Context: an optimization exercise on an open-source flow, tuned for small area. The choices shown serve that exercise and are no tape-out recipe.
The RTL was checked by simulation tests, not by an equivalence proof against the original design.

==> flow/design.v, too long to show whole: its modules and the start of the top module <==
// module ha: 7 lines
// module gt31: 99 lines
// module sub8: 58 lines
// module add26: 190 lines
// module lzc26: 126 lines
// module fa: 7 lines
// module xnr: 6 lines
// module orr: 6 lines
// module dig4: 8 lines
// module aoi222: 6 lines
// module cpa48: 354 lines
// module mv_mul_4x4_fp32: 1669 lines
module mv_mul_4x4_fp32 (
    input  logic        clk,
    input  logic        rst,
    input  logic        m_valid,
    input  logic [31:0] m00_i, m01_i, m02_i, m03_i,
    input  logic [31:0] m10_i, m11_i, m12_i, m13_i,
    input  logic [31:0] m20_i, m21_i, m22_i, m23_i,
    input  logic [31:0] m30_i, m31_i, m32_i, m33_i,
    input  logic        in_valid,
    input  logic [31:0] vx, vy, vz, vw,
    output logic        out_valid,
    output logic [31:0] ox, oy, oz, ow
);
  // ...
==> flow/flow/run.sh <==
#!/bin/bash
# The standard layout (the standard.sh: ORFS from synthesis to the routed layout, with the
# standard synthesis), with one change: the buffer that global placement puts on every input
# and output port is the smallest buffer cell, sky130_fd_sc_hd__buf_1, instead of the delay
# buffer the flow picks by default. Later repair steps may still resize these buffers.
# ORFS writes each step's full log under orfs/logs/; make's own output goes to make.log.
set -euo pipefail
export BUFFER_PORTS_ARGS="-buffer_cell sky130_fd_sc_hd__buf_1"
bash standard.sh finish > make.log 2>&1
==> flow/standard.sh <==
#!/bin/bash
# synth_recipe.tcl (not shown) runs the flow's synth.tcl, then flattens the netlist and writes it again
# the make line also repeats each setting of config.mk as NAME=value (left out here)
make -C /OpenROAD-flow-scripts/flow DESIGN_CONFIG=/design/flow/config.mk WORK_HOME=/design/flow/orfs CLKGATE_MAP_FILE= SYNTH_SCRIPT=/design/flow/synth_recipe.tcl "${@:-finish}"
==> flow/config.mk <==
export PLATFORM = sky130hd
export DESIGN_NAME = mv_mul_4x4_fp32
export DESIGN_NICKNAME = mv_mul_4x4_fp32
export VERILOG_FILES = /design/flow/design.v
export SDC_FILE = /design/flow/constraint.sdc
export NUM_CORES = 8
export LEC_CHECK = 0
export CAP_MARGIN = 30
export CELL_PAD_IN_SITES_DETAIL_PLACEMENT = 2
export CELL_PAD_IN_SITES_GLOBAL_PLACEMENT = 2
export CORE_MARGIN = 2
export CORE_UTILIZATION = 33
export PLACE_DENSITY = 0.4
export SLEW_MARGIN = 30
export SYNTH_HIERARCHICAL = 1
==> flow/constraint.sdc <==
create_clock -name core_clock -period 16.0 [get_ports {clk}]
set_input_delay 3.2000 -clock core_clock [delete_from_list [all_inputs] [get_ports {clk}]]
set_output_delay 3.2000 -clock core_clock [all_outputs]
set_load 0.01 [all_outputs]
==> summary.txt, run 1 <==
reg2reg end=s2_a[254]; ClkCell Share=2.038%; Slew HR=20.76%; Final nets=~34000; bufs w/o clock=between 1500 and 2000; commonest non-fill, non-tap cell in the layout=a222oi_1; hold_ws=0.4533 ns; worst skew pair latency=1.03 ns; input/output buffers=772; Syn-to-layout area delta=11.12%; final setup margin=about 0.85 ns; Slew Viols, Final=0; CP max FO=39; Worst-path clk slew=0.07 ns; non-filler cells, final=slightly below 40000; Routability Congestion=0.9280; crit path capture=ow[30]; buffering overhead=3.409%; # resized after CTS=0; critical path startpoint category=register; Post-Route Utilization=36.78%; Worst Hold Class=register to register; met1 usage=46.54%; dpl hpwl=1132000 um; placement row count=333; placed cell areas=between 200000 and 300000 um^2; grt peak-use layer=met2; status=no timing/DRC/antenna violations; # Taps=around 11000; Inverters=between 800 and 900; Crit. path cell count=45; Multi-input gate area=243100 um^2; # clk buffers=231; Core Footprint=822100 um^2; slew at the pin closest to its max-slew limit=1.182 ns; Initial Util=33.10%; Tcrit/Tclk final=94.69%
==> run 2, diff against run 1 <==
==> flow/flow/run.sh (replaced) <==
#!/bin/bash
# The standard layout (the standard.sh: ORFS from synthesis to the routed layout, with the
# standard synthesis), with two changes:
# - the buffer that global placement puts on every input and output port is the smallest
#   buffer cell, sky130_fd_sc_hd__buf_1, instead of the delay buffer the flow picks by default
#   (later repair steps may still resize these buffers);
# - the floorplan step removes the buffers synthesis inserted (REMOVE_ABC_BUFFERS) instead of
#   resizing gates against the placement-free timing estimate; timing is repaired after
#   placement, after clock tree synthesis and after global routing as usual.
# ORFS writes each step's full log under orfs/logs/; make's own output goes to make.log.
set -euo pipefail
export BUFFER_PORTS_ARGS="-buffer_cell sky130_fd_sc_hd__buf_1"
export REMOVE_ABC_BUFFERS=1
bash standard.sh finish > make.log 2>&1
==> run 2 against run 1 <==
Still clean on timing, DRC and antenna; sequential cell count unchanged; global-route usage down 0.061 points.
==> summary.txt, run 2 <==
drt drc=0; max frequency=65.66 MHz; global-route usage over all layers=34.20%; Final setup viols=0; CTS hold repair buffers=0; clk sinks=1283; Die Ht=912.0 um; Setup CP Type=register to primary output; Hold Startpoint=s1_valid; Syn-to-layout area delta=11.18% (about the same); commonest non-fill, non-tap cell in the layout=a222oi_1; number of global-route vias before repair=289900; Register-to-Register Setup Slack=roughly 1.2 ns; Multi-input gate area=243400 um^2 (+0.13%); Post-Syn Area=272100 um^2; die area=~830000 um^2; drt wl/cell=about 38 um; input/output buffers=772 (unchanged); Worst Hold Class=register to register; status=no timing/DRC/antenna violations; crit path capture=ow[30]; Routability Congestion=0.9516 (+2.5%); min Tclk post-route=between 15 and 20 ns; commonest cells after routing, fill and taps aside=a222oi_1, fa_1, nand2_1; DR iter-0 viols=50320; maxcap violations=0; Reg2Reg Depth=54; CTS buffer count=181; slew at the pin closest to its max-slew limit=1.268 ns (+0.08632 ns); Tcrit/Tclk final=95.19% (+0.50 points); Longest Clk Path Bufs=4; hold_ws=0.4502 ns (-0.003195 ns); critical path startpoint category=register; clk_skew=0.1327 ns; Post-Route WL=1491000 um; Slew HR=15.20% (-5.6 points); drt pass-1 iters=15; RSZ-0062 raised after global routing=no; antenna viol nets, final=0; Worst R2R Start=s1_p[404]; initial antenna violation count=136; Final nets=34090 (-0.11%); I/O pins=773; CP arrival=12.03 ns; GRT Residual Overflow=0; Fillers=88810; Yosys warnings=7; DR vias=273500; worst skew pair latency=1.06 ns (+0.03 ns); final hold vios=0; dpl hpwl=1124000 um (-0.72%); Crit. End Element=primary output; CP startpoint=s2_a[243]; Core Footprint=822100 um^2 (unchanged); reg2reg end=s2_a[222]; Initial Util=33.10% (unchanged); vias per cell=6.932; CP peak stage delay=roughly 0.63 ns; Slew Viols, Final=0 (unchanged); CP max FO=39 (unchanged); Seq. cell area=25680 um^2; die width=roughly 900 um; synthesized instance count=27220; first-pass GRT wire length=2145000 um; largest net degree at the start of global routing=98; Worst-path clk slew=0.06 ns (about the same); required time of the critical path=12.80 ns; CTS tree=done; Root Buffer=clkbuf_16; Worst path slowest cell=mux4_2; mean area per synthesized cell=9.997 um^2; # H-tree levels=4; Final TNS setup=0 ns; layout cells sized above 1=about 15%; placement row count=333 (unchanged)
==> run 2: worst min-delay path by stage <==
stage / to / cells after the start
2_1_floorplan: out_valid / 1
3_3_place_gp: out_valid / 1
3_5_place_dp: out_valid / 1
4_1_cts: out_valid / 1
5_1_grt: out_valid / 1
6_report: out_valid / 1
==> run 2: per-stage QoR <==
step | util (%) | setup WS, ns | instance area, um^2 | cells
4_1_cts | 36.66 | 0.3052 | 301400 | 39190
6_report | 36.80 | 0.7699 | 302500 | 39450
2_1_floorplan | - | 0.2461 | 268900 | 26420
5_1_grt | 36.78 | 0.02874 | 302400 | 39400
3_5_place_dp | 35.89 | 1.066 | 295100 | 38860
3_3_place_gp | 35.77 | 1.093 | 294100 | 38850
==> run 2: cell type report <==
cell class	count	share of cell area, %
timing repair buffer	1568	3.256
multi-input combinational	24330	80.46
inverter	807	1.003
clock buffer	218	1.620
clock inverter	112	0.4641
antenna	245	0.2027
sequential	1283	8.491
tap	10890	4.503
==> run 2: what timing repair did <==
action,in CTS,in global routing
setup buffers,0,4
setup endpoints to repair,0,53
resized for setup,0,4
==> run 2: critical path: cells and delay by family, from the launching register on <==
| kind | cells | cell delay (ns) |
|---|---|---|
| fa+ha+maj | 9 | 2.79 |
| flops | 1 | 0.39 |
| buf+inv | 4 | 1.08 |
| compound gates | 16 | 3.42 |
| simple gates | 9 | 1.78 |
| xor+xnor | 3 | 0.65 |
| mux | 2 | 0.86 |
==> run 2: per-layer routing <==
| layer | part of all wire, % | routed length (um) | up-vias | GRT usage (%) |
|---|---|---|---|---|
| li1 | - | - | 113200 | - |
| met2 | 45 | 672500 | 14720 | 54.12 |
| met1 | 42 | 626300 | 143400 | 46.57 |
| met3 | 8.5 | 126700 | 2155 | 5.497 |
| met5 | 0.022 | 329 | - | 0.09115 |
| met4 | 4.4 | 65460 | 34 | 13.87 |

-- re-timing with driven ports --
No port has a modelled driver above. Below, the same layouts with a new extraction and two added sets of constraints.
Step 1: set_driving_cell puts a clkbuf_16 on clk and a buf_2 on each other input, an assumption about the parent block.
Step 2 adds t to the input delays and takes it off the output delays; t is the mean of the earliest and latest rising clock arrival at the registers after step 1. Input paths then give back, and output paths get back, about the clock's delay inside the block.
Slacks: no drivers / after step 1 / after step 2; pairs: no drivers / after step 1.
run	t (ns)	setup WS [ns]	worst setup path after step 2	worst data-port slew with drivers (ns)
run 1	1.127	0.850 / 0.707 / 0.675	input to register	0.20
run 2	1.155	0.770 / 0.616 / 0.877	input to register	0.29
After both steps every run listed still meets setup and hold. The setup slack of run 1, which loses most, moves by -0.143 ns with the drivers and by -0.175 ns with both steps.
